Source: an optimization exercise on an open RTL-to-GDS flow (aim: small area). Production flows keep margins and buffers that such runs may drop. Function was checked by simulation only, so behaviour that the tests miss may differ from the original. In every run shown here, the design's own scripts or RTL, not TritonCTS, make the clock network. The flow treats the clock pin as an ideal source. Dropping or thinning the clock tree relies on that and would not hold on a real chip. Power is estimated from default activity; no workload was simulated.

===== design.v =====
module SEDE (input clk,
	     input rst,
	     input [7:0] pix_data,
	     output reg valid,
	     output reg [7:0] edge_out,
	     output reg busy);
	reg [8*32-1:0] sp;    
	reg [8*34-1:0] sn;    
	always @(posedge clk) begin
		sp <= {sp[8*31-1:0], pix_data};
		sn <= {sn[8*33-1:0], ~sp[8*31 +: 8]};
	end
	wire [7:0] na = sn[8*33 +: 8];   
	wire [7:0] nb = sn[8*32 +: 8];   
	wire [7:0] nc = sn[8*1  +: 8];   
	wire [7:0] pd = sp[8*31 +: 8];   
	wire [7:0] pe = sp[8*0  +: 8];   
	wire [7:0] pf = pix_data;        
	reg [10:0] cnt;
	wire en = ~cnt[10] | cnt[9];
	wire [10:0] inc;
	wire [10:0] cy;
	sede_ha u_inc0 (.a(cnt[0]), .b(en), .s(inc[0]), .co(cy[0]));
	genvar gi;
	generate
		for (gi = 1; gi < 10; gi = gi + 1) begin : g_inc
			sede_ha u_inc (.a(cnt[gi]), .b(cy[gi-1]), .s(inc[gi]), .co(cy[gi]));
		end
	endgenerate
	assign inc[10] = cnt[10] ^ cy[9];
	assign cy[10] = 1'b0;
	always @(posedge clk or posedge rst)
		if (rst)
			cnt <= 11'h7ff;
		else
			cnt <= inc;
	wire [10:0] t;
	wire w1, w2;
	sede_fa u_w1 (.a(na[0]), .b(nb[0]), .c(nc[0]), .s(w1), .co(w2));
	wire w3, w4;
	sede_fa u_w3 (.a(pd[0]), .b(pe[0]), .c(w1), .s(w3), .co(w4));
	wire w5, w6;
	sede_ha u_w5 (.a(w3), .b(pf[0]), .s(w5), .co(w6));
	wire w7, w8;
	sede_fa u_w7 (.a(na[1]), .b(nb[1]), .c(nc[1]), .s(w7), .co(w8));
	wire w9, w10;
	sede_fa u_w9 (.a(pd[1]), .b(pe[1]), .c(w2), .s(w9), .co(w10));
	wire w11, w12;
	sede_fa u_w11 (.a(w7), .b(w4), .c(w9), .s(w11), .co(w12));
	wire w13, w14;
	sede_fa u_w13 (.a(w11), .b(pf[1]), .c(w6), .s(w13), .co(w14));
	wire w15 = ~w13;
	wire w16, w17;
	sede_fa u_w16 (.a(na[2]), .b(nb[2]), .c(nc[2]), .s(w16), .co(w17));
	wire w18, w19;
	sede_fa u_w18 (.a(pd[2]), .b(pe[2]), .c(w8), .s(w18), .co(w19));
	wire w20, w21;
	sede_fa u_w20 (.a(w16), .b(w10), .c(w18), .s(w20), .co(w21));
	wire w22, w23;
	sede_fa u_w22 (.a(w12), .b(w20), .c(pf[2]), .s(w22), .co(w23));
	wire w24, w25;
	sede_fa u_w24 (.a(w22), .b(w14), .c(w13), .s(w24), .co(w25));
	wire w26, w27;
	sede_fa u_w26 (.a(na[3]), .b(nb[3]), .c(nc[3]), .s(w26), .co(w27));
	wire w28, w29;
	sede_fa u_w28 (.a(pd[3]), .b(pe[3]), .c(w17), .s(w28), .co(w29));
	wire w30, w31;
	sede_fa u_w30 (.a(w26), .b(w19), .c(w28), .s(w30), .co(w31));
	wire w32, w33;
	sede_fa u_w32 (.a(w21), .b(w30), .c(pf[3]), .s(w32), .co(w33));
	wire w34, w35;
	sede_fa u_w34 (.a(w23), .b(w32), .c(w25), .s(w34), .co(w35));
	wire w36, w37;
	sede_fa u_w36 (.a(na[4]), .b(nb[4]), .c(nc[4]), .s(w36), .co(w37));
	wire w38, w39;
	sede_fa u_w38 (.a(pd[4]), .b(pe[4]), .c(w27), .s(w38), .co(w39));
	wire w40, w41;
	sede_fa u_w40 (.a(w36), .b(w29), .c(w38), .s(w40), .co(w41));
	wire w42, w43;
	sede_fa u_w42 (.a(w31), .b(w40), .c(pf[4]), .s(w42), .co(w43));
	wire w44, w45;
	sede_fa u_w44 (.a(w33), .b(w42), .c(w35), .s(w44), .co(w45));
	wire w46, w47;
	sede_fa u_w46 (.a(na[5]), .b(nb[5]), .c(nc[5]), .s(w46), .co(w47));
	wire w48, w49;
	sede_fa u_w48 (.a(pd[5]), .b(pe[5]), .c(w37), .s(w48), .co(w49));
	wire w50, w51;
	sede_fa u_w50 (.a(w46), .b(w39), .c(w48), .s(w50), .co(w51));
	wire w52, w53;
	sede_fa u_w52 (.a(w41), .b(w50), .c(pf[5]), .s(w52), .co(w53));
	wire w54, w55;
	sede_fa u_w54 (.a(w43), .b(w52), .c(w45), .s(w54), .co(w55));
	wire w56, w57;
	sede_fa u_w56 (.a(na[6]), .b(nb[6]), .c(nc[6]), .s(w56), .co(w57));
	wire w58, w59;
	sede_fa u_w58 (.a(pd[6]), .b(pe[6]), .c(w47), .s(w58), .co(w59));
	wire w60, w61;
	sede_fa u_w60 (.a(w56), .b(w49), .c(w58), .s(w60), .co(w61));
	wire w62, w63;
	sede_fa u_w62 (.a(w51), .b(w60), .c(pf[6]), .s(w62), .co(w63));
	wire w64, w65;
	sede_fa u_w64 (.a(w53), .b(w62), .c(w55), .s(w64), .co(w65));
	wire w66, w67;
	sede_fa u_w66 (.a(na[7]), .b(nb[7]), .c(nc[7]), .s(w66), .co(w67));
	wire w68, w69;
	sede_fa u_w68 (.a(pd[7]), .b(pe[7]), .c(w57), .s(w68), .co(w69));
	wire w70, w71;
	sede_fa u_w70 (.a(w66), .b(w59), .c(w68), .s(w70), .co(w71));
	wire w72, w73;
	sede_fa u_w72 (.a(w61), .b(w70), .c(pf[7]), .s(w72), .co(w73));
	wire w74, w75;
	sede_fa u_w74 (.a(w63), .b(w72), .c(w65), .s(w74), .co(w75));
	wire w76, w77;
	sede_fa u_w76 (.a(w67), .b(w69), .c(w71), .s(w76), .co(w77));
	wire w78, w79;
	sede_fa u_w78 (.a(w76), .b(w73), .c(w75), .s(w78), .co(w79));
	wire w80, w81;
	sede_ha u_w80 (.a(w77), .b(w79), .s(w80), .co(w81));
	assign t = {w81, w80, w78, w74, w64, w54, w44, w34, w24, w15, w5};
	wire hi_nz, lo_nz, not_edge, zero;
	sede_or4 u_hi (.a(cnt[9]), .b(cnt[8]), .c(cnt[7]), .d(cnt[6]), .y(hi_nz));
	sede_or4 u_lo (.a(cnt[4]), .b(cnt[3]), .c(cnt[2]), .d(cnt[1]), .y(lo_nz));
	sede_nand2 u_ne (.a(hi_nz), .b(lo_nz), .y(not_edge));
	sede_a2111o u_zero (.a1(t[9]), .a2(t[8]), .b1(t[10]), .c1(cnt[10]), .d1(not_edge), .x(zero));
	wire [7:0] res;
	genvar gr;
	generate
		for (gr = 0; gr < 8; gr = gr + 1) begin : g_res
			sede_a21oi u_res (.a1(t[9]), .a2(t[gr]), .b1(zero), .y(res[gr]));
		end
	endgenerate
	always @(posedge clk)
		edge_out <= res;
	always @(*) begin
		busy = cnt[10];
		valid = cnt[10] | hi_nz | (cnt[5] & lo_nz);   
	end
endmodule
module sede_fa (input a, input b, input c, output s, output co);
	assign s = a ^ b ^ c;
	assign co = (a & b) | (a & c) | (b & c);
endmodule
module sede_ha (input a, input b, output s, output co);
	assign s = a ^ b;
	assign co = a & b;
endmodule
module sede_or4 (input a, input b, input c, input d, output y);
	assign y = a | b | c | d;
endmodule
module sede_nand2 (input a, input b, output y);
	assign y = ~(a & b);
endmodule
module sede_a2111o (input a1, input a2, input b1, input c1, input d1, output x);
	assign x = (a1 & a2) | b1 | c1 | d1;
endmodule
module sede_a21oi (input a1, input a2, input b1, output y);
	assign y = ~((a1 & a2) | b1);
endmodule

===== flow/mycts.tcl =====
# Clock tree built by hand, in place of TritonCTS. cts.tcl sources this file
# (PRE_CTS_TCL) and then calls clock_tree_synthesis, which this file redefines.
#
# Tree: clk port -> one root buffer -> MID inverters -> LEAF inverters -> flops.
# Two inversions, so every flop still sees the rising edge of clk. The flops
# are split into LEAF groups of (near) equal size by recursive bisection of
# their placement, and each group gets one inverter at its centre; the leaf
# inverters are grouped the same way under the MID inverters.

proc mycts_env { name default } {
  if { [info exists ::env($name)] && $::env($name) ne "" } { return $::env($name) }
  return $default
}

# items: list of {x y payload}; returns a list of n groups (lists of items)
proc mycts_split { items n } {
  if { $n <= 1 || [llength $items] <= 1 } { return [list $items] }
  set xs {}; set ys {}
  foreach it $items { lappend xs [lindex $it 0]; lappend ys [lindex $it 1] }
  set xs [lsort -integer $xs]; set ys [lsort -integer $ys]
  set w [expr {[lindex $xs end] - [lindex $xs 0]}]
  set h [expr {[lindex $ys end] - [lindex $ys 0]}]
  set key [expr {$w >= $h ? 0 : 1}]
  set sorted [lsort -integer -index $key $items]
  set n1 [expr {$n / 2}]
  set n2 [expr {$n - $n1}]
  set k [expr {int(round([llength $sorted] * double($n1) / $n))}]
  set a [lrange $sorted 0 [expr {$k - 1}]]
  set b [lrange $sorted $k end]
  return [concat [mycts_split $a $n1] [mycts_split $b $n2]]
}

proc mycts_centre { group } {
  set sx 0; set sy 0
  foreach it $group { set sx [expr {$sx + [lindex $it 0]}]; set sy [expr {$sy + [lindex $it 1]}] }
  set n [llength $group]
  return [list [expr {$sx / $n}] [expr {$sy / $n}]]
}

proc mycts_place { block inst x y } {
  # snap to the row grid; detailed_placement legalises afterwards
  set rows [$block getRows]
  set row [lindex $rows 0]
  set site [$row getSite]
  set sw [$site getWidth]
  set sh [$site getHeight]
  set core [$block getCoreArea]
  set x0 [$core xMin]; set y0 [$core yMin]
  set mw [[$inst getMaster] getWidth]
  set x [expr {$x - $mw / 2}]
  set x [expr {$x0 + (($x - $x0) / $sw) * $sw}]
  set y [expr {$y0 + (($y - $y0) / $sh) * $sh}]
  if { $x < $x0 } { set x $x0 }
  if { $y < $y0 } { set y $y0 }
  $inst setLocation $x $y
  $inst setPlacementStatus PLACED
}

proc mycts_driver { block master name x y innet } {
  set inst [odb::dbInst_create $block $master $name]
  mycts_place $block $inst $x $y
  set net [odb::dbNet_create $block "${name}_net"]
  $net setSigType CLOCK
  foreach it [$inst getITerms] {
    set mt [$it getMTerm]
    set sig [$mt getSigType]
    if { $sig eq "POWER" || $sig eq "GROUND" } { continue }
    if { [$mt getIoType] eq "OUTPUT" } {
      $it connect $net
    } else {
      $it connect $innet
    }
  }
  return [list $inst $net]
}

rename clock_tree_synthesis mycts_orig_clock_tree_synthesis
proc clock_tree_synthesis { args } {
  set nleaf [mycts_env MYCTS_NLEAF 14]
  set nmid [mycts_env MYCTS_NMID 3]
  set leafcell [mycts_env MYCTS_LEAF sky130_fd_sc_hd__clkinv_8]
  set midcell [mycts_env MYCTS_MID sky130_fd_sc_hd__clkinv_8]
  set rootcell [mycts_env MYCTS_ROOT sky130_fd_sc_hd__clkbuf_8]
  puts "mycts: $nleaf x $leafcell under $nmid x $midcell under $rootcell"

  set db [ord::get_db]
  set block [ord::get_db_block]
  set clknet [$block findNet clk]
  set leafm [$db findMaster $leafcell]
  set midm [$db findMaster $midcell]
  set rootm [$db findMaster $rootcell]

  set sinks {}
  foreach it [$clknet getITerms] {
    set inst [$it getInst]
    set bb [$inst getBBox]
    set x [expr {([$bb xMin] + [$bb xMax]) / 2}]
    set y [expr {([$bb yMin] + [$bb yMax]) / 2}]
    lappend sinks [list $x $y $it]
  }
  puts "mycts: [llength $sinks] sinks"
  foreach s $sinks { [lindex $s 2] disconnect }

  # root buffer at the centre of all sinks, fed by the clk port
  lassign [mycts_centre $sinks] cx cy
  lassign [mycts_driver $block $rootm "mycts_root" $cx $cy $clknet] rinst rnet

  set groups [mycts_split $sinks $nleaf]
  set leaves {}
  set i 0
  foreach g $groups {
    lassign [mycts_centre $g] x y
    lappend leaves [list $x $y $g $i]
    incr i
  }
  if { $nmid > 0 } {
    set mids [mycts_split $leaves $nmid]
  } else {
    set mids [list $leaves]
  }
  set j 0
  foreach mg $mids {
    if { $nmid > 0 } {
      lassign [mycts_centre $mg] x y
      lassign [mycts_driver $block $midm "mycts_mid_$j" $x $y $rnet] minst mnet
    } else {
      set mnet $rnet
    }
    foreach lf $mg {
      lassign $lf x y g i
      lassign [mycts_driver $block $leafm "mycts_leaf_$i" $x $y $mnet] linst lnet
      foreach s $g { [lindex $s 2] connect $lnet }
      puts "mycts: leaf $i under mid $j drives [llength $g] flops"
    }
    incr j
  }
  set_propagated_clock [all_clocks]
}

===== standard.sh =====
#!/bin/bash
# synth_recipe.tcl (not shown) runs the flow's synth.tcl, then flattens the netlist and writes it again
# the make line also repeats each setting of config.mk as NAME=value (left out here)
make -C /OpenROAD-flow-scripts/flow DESIGN_CONFIG=/design/flow/config.mk WORK_HOME=/design/flow/orfs CLKGATE_MAP_FILE= SYNTH_SCRIPT=/design/flow/synth_recipe.tcl "${@:-finish}"

===== flow/run.sh =====
#!/bin/bash
# Standard layout, except that the clock tree is built by flow/mycts.tcl
# (root buffer -> 4 inverters -> 21 inverters -> flip-flops) and the port
# buffers use the smallest buffer cell. Output of the make run goes to
# standard.log; ORFS keeps each step's log under orfs/logs.
set -euo pipefail
export MYCTS_NLEAF=21
export MYCTS_NMID=4
export MYCTS_LEAF=sky130_fd_sc_hd__inv_8
export MYCTS_MID=sky130_fd_sc_hd__inv_8
export MYCTS_ROOT=sky130_fd_sc_hd__clkbuf_8
bash standard.sh finish \
  "PRE_CTS_TCL=$PWD/flow/mycts.tcl" \
  "BUFFER_PORTS_ARGS=-buffer_cell sky130_fd_sc_hd__buf_1" \
  RECOVER_POWER=100 > standard.log 2>&1

===== config.mk =====
export PLATFORM = sky130hd
export DESIGN_NAME = SEDE
export DESIGN_NICKNAME = SEDE
export VERILOG_FILES = /design/flow/design.v
export SDC_FILE = /design/flow/constraint.sdc
export NUM_CORES = 4
export LEC_CHECK = 0
export CAP_MARGIN = 20
export CORE_MARGIN = 2
export CORE_UTILIZATION = 75
export PLACE_DENSITY = 0.85
export SLEW_MARGIN = 20
export SYNTH_HIERARCHICAL = 1
export SYNTH_MINIMUM_KEEP_SIZE = 0

===== constraint.sdc =====
create_clock -name core_clock -period 10.0 [get_ports {clk}]
set_input_delay 2.0000 -clock core_clock [delete_from_list [all_inputs] [get_ports {clk}]]
set_output_delay 2.0000 -clock core_clock [all_outputs]
set_load 0.01 [all_outputs]

==> load_flow_metrics.sql, run 1 <==
INSERT INTO impl_metrics (metric_group, metric, value, unit) VALUES
('timing', 'finalSetupViolations', '0', ''),
('die', 'die_area', '17200', 'um^2'),
('route', 'vias', '3943', ''),
('status', 'outcome', 'timing/DRC/antenna clean', ''),
('timing', 'rsz0062_at_grt', 'no', ''),
('cells_and_area', 'num_antenna_cells', '0', ''),
('synthesis', 'ys_seq_area_share', '91.1', '%'),
('route', 'dr.first_iter.drc_count', '175', ''),
('pwr', 'static-leakage-power', '5.29', 'nW'),
('placed_design', 'place_congestion', '0.829', ''),
('grt', 'grt_pass1_vias', '4160', ''),
('critical_path', 'setup.worst_path.class', 'input pin to flop', ''),
('die', 'core_region_area', '15800', 'um^2'),
('cells_and_area', 'fin_util', '80.3', '%'),
('timing', 'timing.final.max_slew_violations', '0', ''),
('die', 'initial_core_util', '76.4', '%'),
('placed_design', 'place.port_buffers', '19', ''),
('route', 'route.layer.met1.wl', '7.16', 'mm'),
('synthesis', 'synth-adder-area-share', '7.53', '%'),
('run', 'drv.max_cap_violation_count', '0', ''),
('critical_path', 'critPathMostFrequentCell', 'sky130_fd_sc_hd__fa_1', ''),
('synthesis', 'synth_area_in_compound_gates', '0.745', '%'),
('route', 'dr.max_layer_used', 'met4', ''),
('route', 'via_per_inst', '4.47', ''),
('min_path', 'hold_end', 'sp[206]', ''),
('timing', 'total_count_of_hold_check_failures_in_the_final_report', '0', ''),
('route', 'antenna_violating_nets_post_route', '0', ''),
('cts', 'cts-hold-fix-buffers', '0', ''),
('min_path', 'min_path_type', 'flop to flop', ''),
('synthesis', 'synth_simple_gate_area_share', '0.207', '%'),
('critical_path', 'slowest_stage', 'sky130_fd_sc_hd__a2111o_1', ''),
('grt', 'initial_antenna_violation_count', '0', ''),
('critical_path', 'worst_path_largest_cell_delay', '0.58', 'ns'),
('synthesis', 'ys_seq_elements', '547', ''),
('synthesis', 'yosys.area_share.xor_xnor', '0.0724', '%'),
('critical_path', 'worst_path_dominant_cell_family', 'adder cells', ''),
('critical_path', 'worst_setup_path_end_kind', 'flop', ''),
('die', 'boundaryPins', '20', ''),
('route', 'wl_met3', '565', 'um'),
('critical_path', 'worst_r2r_path_depth', '14', ''),
('cts', 'cts_post_setup_buffers_inserted', '0', ''),
('critical_path', 'reg2reg_to', 'edge_out[7]', ''),
('timing', 'fin_crit', '6.40', 'ns'),
('timing', 'timing.slew.headroom', '73.8', '%'),
('critical_path', 'number_of_cells_on_the_critical_path', '13', ''),
('synthesis', 'synth_warnings', '7', ''),
('grt', 'global_route.usage.total', '16.1', '%'),
('grt', 'grt_start_max_net_pins', '28', ''),
('die', 'die_w', '131', 'um'),
('route', 'dr_wl_cell', '15.4', 'um'),
('route', 'drc_viols', '0', ''),
('pwr', 'worst_ir_drop_vdd', '0.176', 'mV'),
('timing', 'fmax', '0.156', 'GHz'),
('critical_path', 'bufs_and_invs_on_worst_path', '1', ''),
('timing', 'worst-slew-pin-transition', '0.392', 'ns'),
('synthesis', 'synth_top_family_by_area', 'adder cells', ''),
('cts', 'cts.clk_slew.worst_paths', '0.11', 'ns'),
('cells_and_area', 'number_of_nets_in_the_finished_design', '729', ''),
('pwr', 'power.density_cell_area', '248', 'nW/um^2'),
('synthesis', 'ys_types', '12', ''),
('route', 'route.final.wire_length', '13.6', 'mm'),
('critical_path', 'setup.worst_path.start_class', 'input pin', ''),
('critical_path', 'reg2reg_from', 'sn[264]', ''),
('cells_and_area', 'area_growth', '5.05', '%'),
('timing', 'setup_tns', '0', 'ns'),
('synthesis', 'cell_area_after_synthesis', '12100', 'um^2'),
('timing', 'final.period_utilization', '64.0', '%'),
('cts', 'clock_latency', '0.47', 'ns'),
('critical_path', 'critical_path_required', '10.38', 'ns'),
('route', 'met2RoutedLength', '5.50', 'mm'),
('placed_design', 'detailed_place_hpwl', '8.40', 'mm');
[synthesized netlist by cell type]
| cell | count | area [um^2] |
|---|---|---|
| sky130_fd_sc_hd__dfxtp_1 | 536 | 10700 |
| sky130_fd_sc_hd__a211o_1 | 1 | 8.76 |
| sky130_fd_sc_hd__nand2b_1 | 1 | 6.26 |
| sky130_fd_sc_hd__nand2_1 | 1 | 3.75 |
| sky130_fd_sc_hd__ha_1 | 12 | 150 |
| sky130_fd_sc_hd__xor2_1 | 1 | 8.76 |
| sky130_fd_sc_hd__or4_1 | 2 | 15.0 |
| sky130_fd_sc_hd__a2111o_1 | 1 | 11.3 |
| sky130_fd_sc_hd__a21oi_2 | 8 | 70.1 |
| sky130_fd_sc_hd__fa_1 | 38 | 761 |
| sky130_fd_sc_hd__inv_1 | 10 | 37.5 |
| sky130_fd_sc_hd__dfstp_2 | 11 | 289 |
[logic make-up after synthesis]
family	Yosys count
xor gates and xnor gates	1
DFF	547
adders and majority gates	50
buffers and inverters	10
AOI/OAI and AO/OA	10
and+or+nand+nor	4
[Yosys stat by module (local to each module, per instance)]
module / copies in the design / flip-flops and latches
sede_nand2: 1 / 0
SEDE: 1 / 547
sede_fa: 38 / 0
sede_ha: 12 / 0
sede_a21oi: 8 / 0
sede_or4: 2 / 0
sede_a2111o: 1 / 0
[area by class of cell]
cell class | count | area (um^2)
Timing Repair Buffer | 19 | 71.3
Tap cell | 216 | 270
Fill cell | 773 | 3130
Buffer | 1 | 13.8
Multi-Input combinational cell | 65 | 1010
Sequential cell | 547 | 11000
Inverter | 35 | 319
[power breakdown]
part	switching [mW]	internal (mW)
Combinational	0.0473	0.0403
Sequential	0.0256	2.26
Clock	0.668	0.100
[how the worst max path moves through the flow]
stage                start     endpoint
6_report       pix_data[0]  edge_out[7]
5_1_grt            sn[264]  edge_out[3]
4_1_cts            sn[264]  edge_out[7]
3_5_place_dp   pix_data[0]  edge_out[7]
3_3_place_gp   pix_data[0]  edge_out[0]
2_1_floorplan  pix_data[0]  edge_out[0]
[metrics by stage]
step	setup slack (ns)	hold slack [ns]	cell area (um^2)	power [mW]	cells
after detailed placement	3.05	0.312	12400	2.44	857
after global placement	3.26	0.312	12400	2.43	857
final	3.60	0.320	12700	3.15	883
after floorplan	3.47	0.310	12100	2.40	622
after CTS	3.52	0.326	12700	3.17	883
after global routing	3.48	0.341	12700	3.25	883
[state kept, by name, summed over array words and instances (netlist names)]
| register | flops |
|---|---|
| edge_out | 8 |
| cnt | 11 |
| sp | 256 |
| sn | 272 |
[metal layers]
| metal | vias up | GRT usage (%) |
|---|---|---|
| li1 | 1997 | - |
| met1 | 1857 | 24.6 |
| met2 | 58 | 24.2 |
| met3 | 31 | 3.05 |
| met4 | 0 | 4.13 |
| met5 | - | 0 |
==> run 2: changes to the inputs <==
--- a/flow/run.sh
+++ b/flow/run.sh
@@ -8,7 +8,7 @@
 export MYCTS_NMID=4
 export MYCTS_LEAF=sky130_fd_sc_hd__inv_8
 export MYCTS_MID=sky130_fd_sc_hd__inv_8
-export MYCTS_ROOT=sky130_fd_sc_hd__clkbuf_8
+export MYCTS_ROOT=sky130_fd_sc_hd__clkbuf_4
 bash standard.sh finish \
   "PRE_CTS_TCL=$PWD/flow/mycts.tcl" \
   "BUFFER_PORTS_ARGS=-buffer_cell sky130_fd_sc_hd__buf_1" \
==> run 2 against run 1 <==
Final area is essentially flat. Combinational power is essentially flat. Synthesized cell count is the same. Register-to-register slack is essentially flat. Die area is the same. Via count grew 0.25%. Area after synthesis is the same. Wire length grew 0.13%.
==> load_flow_metrics.sql, run 2 <==
INSERT INTO impl_metrics (metric_group, metric, value, unit) VALUES
('route', 'dr_wl_cell', '15.4', 'um'),
('critical_path', 'worst_r2r_path_depth', '14', ''),
('cells_and_area', 'num_antenna_cells', '0', ''),
('grt', 'initial_antenna_violation_count', '1', ''),
('route', 'antenna_violating_nets_post_route', '0', ''),
('pwr', 'power.total', '3.14', 'mW'),
('timing', 'timing.slew.headroom', '73.7', '%'),
('min_path', 'min_delay_path_depth', '0', ''),
('die', 'placementRows', '46', ''),
('synthesis', 'post-synth-top-area-fraction', '88.7', '%'),
('cells_and_area', 'largest_registers', 'sn (272), sp (256), cnt (11)', ''),
('cts', 'clock_latency', '0.60', 'ns'),
('grt', 'grt_overflow_total', '0', ''),
('synthesis', 'synth_simple_gate_area_share', '0.207', '%'),
('timing', 'setup_tns', '0', 'ns'),
('critical_path', 'critPathMostFrequentCell', 'sky130_fd_sc_hd__fa_1', ''),
('synthesis', 'synthTopCellsByArea', 'sky130_fd_sc_hd__dfxtp_1 89%, sky130_fd_sc_hd__fa_1 6.3%, sky130_fd_sc_hd__dfstp_2 2.4%', ''),
('die', 'die_area', '17200', 'um^2'),
('timing', 'rsz0062_at_grt', 'no', ''),
('timing', 'fin_crit', '6.37', 'ns'),
('timing', 'clock_skew', '0.0206', 'ns'),
('pwr', 'static-leakage-power', '5.29', 'nW'),
('cells_and_area', 'post_route_cells_drive_above_1_share', '5.40', '%'),
('critical_path', 'worst_path_dominant_cell_family', 'adder cells', ''),
('cts', 'number_of_gates_given_a_new_drive_strength_after_cts', '0', ''),
('critical_path', 'bufs_and_invs_on_worst_path', '0', ''),
('timing', 'total_count_of_hold_check_failures_in_the_final_report', '0', ''),
('cells_and_area', 'layout.cell_area.non_filler', '12700', 'um^2'),
('grt', 'grt_start_max_net_pins', '28', ''),
('critical_path', 'number_of_cells_on_the_critical_path', '14', ''),
('route', 'drt_pre_antenna_iters', '5', ''),
('synthesis', 'synthesis.nets', '682', ''),
('run', 'drv.max_cap_violation_count', '0', ''),
('cells_and_area', 'mostFrequentLayoutCells', '536 x sky130_fd_sc_hd__dfxtp_1, 38 x sky130_fd_sc_hd__fa_1, 25 x sky130_fd_sc_hd__inv_8', ''),
('timing', 'fmax', '0.157', 'GHz'),
('cells_and_area', 'max_reg_flops', '272', ''),
('timing', 'final_critical_path_setup_slack', '3.63', 'ns'),
('synthesis', 'synthMuxAreaShare', '0', '%'),
('critical_path', 'setup.worst_path.start_class', 'flop', ''),
('route', 'vias', '3953', ''),
('status', 'outcome', 'timing/DRC/antenna clean', ''),
('grt', 'wire_length_of_the_first_global_routing_pass', '21.2', 'mm'),
('critical_path', 'worst_setup_path_end_kind', 'flop', ''),
('cts', 'cts-hold-fix-buffers', '0', ''),
('synthesis', 'synth_top_flop_cell', 'sky130_fd_sc_hd__dfxtp_1', ''),
('placed_design', 'place.port_buffers', '19', ''),
('placed_design', 'detailed_place_hpwl', '8.40', 'mm'),
('synthesis', 'ys_seq_elements', '547', ''),
('synthesis', 'cell_area_after_synthesis', '12100', 'um^2'),
('cells_and_area', 'area_growth', '5.00', '%'),
('cells_and_area', 'number_of_nets_in_the_finished_design', '729', ''),
('die', 'die_height', '131', 'um'),
('grt', 'grt_pass1_vias', '4145', ''),
('pwr', 'worst_ir_drop_vdd', '0.172', 'mV'),
('cells_and_area', 'final_common_cell', 'sky130_fd_sc_hd__dfxtp_1', ''),
('grt', 'global_route.usage.total', '16.1', '%'),
('die', 'boundaryPins', '20', ''),
('timing', 'timing.final.max_slew_violations', '0', ''),
('synthesis', 'synth-adder-area-share', '7.53', '%'),
('critical_path', 'setup.worst_path.class', 'flop to flop', ''),
('route', 'dr.first_iter.drc_count', '160', ''),
('synthesis', 'synth-edff-count', '0', ''),
('placed_design', 'place_congestion', '0.829', ''),
('synthesis', 'postSynth.asyncResetShare', '2.01', '%'),
('synthesis', 'syn-mean-instance-area', '19.4', 'um^2'),
('synthesis', 'yosys.area.top_type', 'sky130_fd_sc_hd__dfxtp_1', ''),
('synthesis', 'post_synth_most_frequent_cells', '536 x sky130_fd_sc_hd__dfxtp_1, 38 x sky130_fd_sc_hd__fa_1, 12 x sky130_fd_sc_hd__ha_1, 11 x sky130_fd_sc_hd__dfstp_2, 10 x sky130_fd_sc_hd__inv_1', ''),
('placed_design', 'dp.cells', '857', ''),
('placed_design', 'detailed_place.area', '12400', 'um^2'),
('synthesis', 'synth_warnings', '7', ''),
('timing', 'final.period_utilization', '63.7', '%'),
('critical_path', 'critical_path_required', '10.50', 'ns'),
('die', 'initial_core_util', '76.4', '%'),
('synthesis', 'yosysMostFrequentCell', 'sky130_fd_sc_hd__dfxtp_1', ''),
('die', 'die_w', '131', 'um'),
('synthesis', 'yosys.area_share.xor_xnor', '0.0724', '%'),
('cts', 'cts_post_setup_buffers_inserted', '0', ''),
('critical_path', 'slowest_stage', 'sky130_fd_sc_hd__a2111o_1', ''),
('critical_path', 'worst_path_largest_cell_delay', '0.58', 'ns'),
('min_path', 'min_path_type', 'flop to flop', ''),
('synthesis', 'syn-instance-count', '622', ''),
('cells_and_area', 'layoutNonFillerInstCount', '883', ''),
('route', 'via_per_inst', '4.48', ''),
('synthesis', 'synth_area_in_compound_gates', '0.745', '%'),
('route', 'drc_viols', '0', ''),
('synthesis', 'ys_seq_area_share', '91.1', '%'),
('route', 'route.final.wire_length', '13.6', 'mm'),
('synthesis', 'ys_types', '12', ''),
('timing', 'worst-slew-pin-transition', '0.394', 'ns'),
('pwr', 'power.density_cell_area', '247', 'nW/um^2'),
('critical_path', 'max_fo_critical_path', '9', ''),
('cells_and_area', 'largest_register_by_flop_count', 'sn', ''),
('placed_design', 'post-place-ws', '3.05', 'ns'),
('cts', 'cts.clk_slew.worst_paths', '0.12', 'ns'),
('timing', 'finalSetupViolations', '0', ''),
('cells_and_area', 'fin_util', '80.2', '%'),
('die', 'core_region_area', '15800', 'um^2'),
('timing', 'final.hold.worst_slack', '0.318', 'ns'),
('synthesis', 'synth_top_family_by_area', 'adder cells', ''),
('critical_path', 'crit_chain', 'fa_1, fa_1, fa_1, fa_1, fa_1, fa_1, fa_1, fa_1, fa_1, fa_1, fa_1, ha_1, a2111o_1, a21oi_1', ''),
('critical_path', 'critical_path_arrival', '6.88', 'ns');
## run 2: power by group
| part | internal (mW) | switching (mW) |
|---|---|---|
| Sequential | 2.26 | 0.0256 |
| Clock | 0.0929 | 0.669 |
| Combinational | 0.0402 | 0.0472 |
## run 2: Yosys stat by module, one instance, submodules excluded
module | copies in the design | cell area, um^2 | cells | flip-flops and latches
sede_ha | 12 | 12.5 | 1 | 0
sede_a2111o | 1 | 11.3 | 1 | 0
sede_nand2 | 1 | 3.75 | 1 | 0
sede_fa | 38 | 20.0 | 1 | 0
SEDE | 1 | 11100 | 560 | 547
sede_or4 | 2 | 7.51 | 1 | 0
sede_a21oi | 8 | 8.76 | 1 | 0
## run 2: worst register-to-register path, cell delays in order, from the launching register on
cell,delay [ns]
sky130_fd_sc_hd__dfxtp_1,0.34
sky130_fd_sc_hd__fa_1,0.48
sky130_fd_sc_hd__fa_1,0.42
sky130_fd_sc_hd__fa_1,0.51
sky130_fd_sc_hd__fa_1,0.54
sky130_fd_sc_hd__fa_1,0.43
sky130_fd_sc_hd__fa_1,0.39
sky130_fd_sc_hd__fa_1,0.41
sky130_fd_sc_hd__fa_1,0.40
sky130_fd_sc_hd__fa_1,0.40
sky130_fd_sc_hd__fa_1,0.39
sky130_fd_sc_hd__fa_1,0.37
sky130_fd_sc_hd__ha_1,0.41
sky130_fd_sc_hd__a2111o_1,0.58
sky130_fd_sc_hd__a21oi_1,0.22
## run 2: kinds of logic (layout without fill, tap and decap cells)
kind of cell / count (synthesis) / count (layout)
flip-flops: 547 / 547
adder cells (fa/ha/maj): 50 / 50
AO/OA/AOI/OAI: 10 / 10
buffers and inverters: 10 / 55
AND/OR/NAND/NOR: 4 / 4
XOR/XNOR: 1 / 1
## run 2: area by class of cell
type / instances / area (um^2)
flip-flops and latches: 547 / 11000
fillers: 775 / 3130
multi-input cells: 65 / 1010
inverters: 35 / 319
well taps: 216 / 270
repair buffers: 19 / 71.3
plain buffers: 1 / 7.51
## run 2: metal layers
metal	GRT usage, %	routed length (um)	up-vias
met4	3.75	329	2
met2	24.2	5450	65
li1	-	-	1997
met5	0	12	-
met1	24.6	7180	1856
met3	3.38	619	33
## run 2: path summary, 6_finish.rpt
kind | to | from | slack (ns)
hold reg to reg | sp[206] | sp[198] | 0.32
max in group asynchronous | cnt[7] | rst | 8.33
hold / removal | sp[206] | sp[198] | 0.32
min in group asynchronous | cnt[6] | rst | 1.63
setup / recovery | edge_out[7] | sn[264] | 3.63
setup reg to reg | edge_out[7] | sn[264] | 3.63

static timing again, ports no longer ideal:
The flow's constraints put no driver on any port. The routed layouts listed below were extracted and timed again, unchanged, in two steps.
Step 1 assumes that a clkbuf_16 drives the clock port and a buf_2 every other input.
Step 2 moves the port delays by t, midway between the first and last clock arrival at a register: inputs arrive t later, outputs are due t later. That takes back most of the time a late clock gives input paths.
Three values: ideal ports, drivers, drivers and shift; two values: the first two.
run	t (ns)	setup slack, ns	hold WS [ns]	latest minus earliest clock arrival (ns)	cell pins on the clock port's net
run 1	0.498	3.605 / 3.620 / 3.122	0.320 / 0.320 / 0.320	0.021 / 0.021	1
run 2	0.626	3.627 / 3.627 / 3.121	0.318 / 0.318 / 0.318	0.024 / 0.024	1
After both steps every run listed still meets setup and hold. For run 2, which loses most, drivers alone change the setup slack by 0.000 ns; drivers and shift together by -0.506 ns.
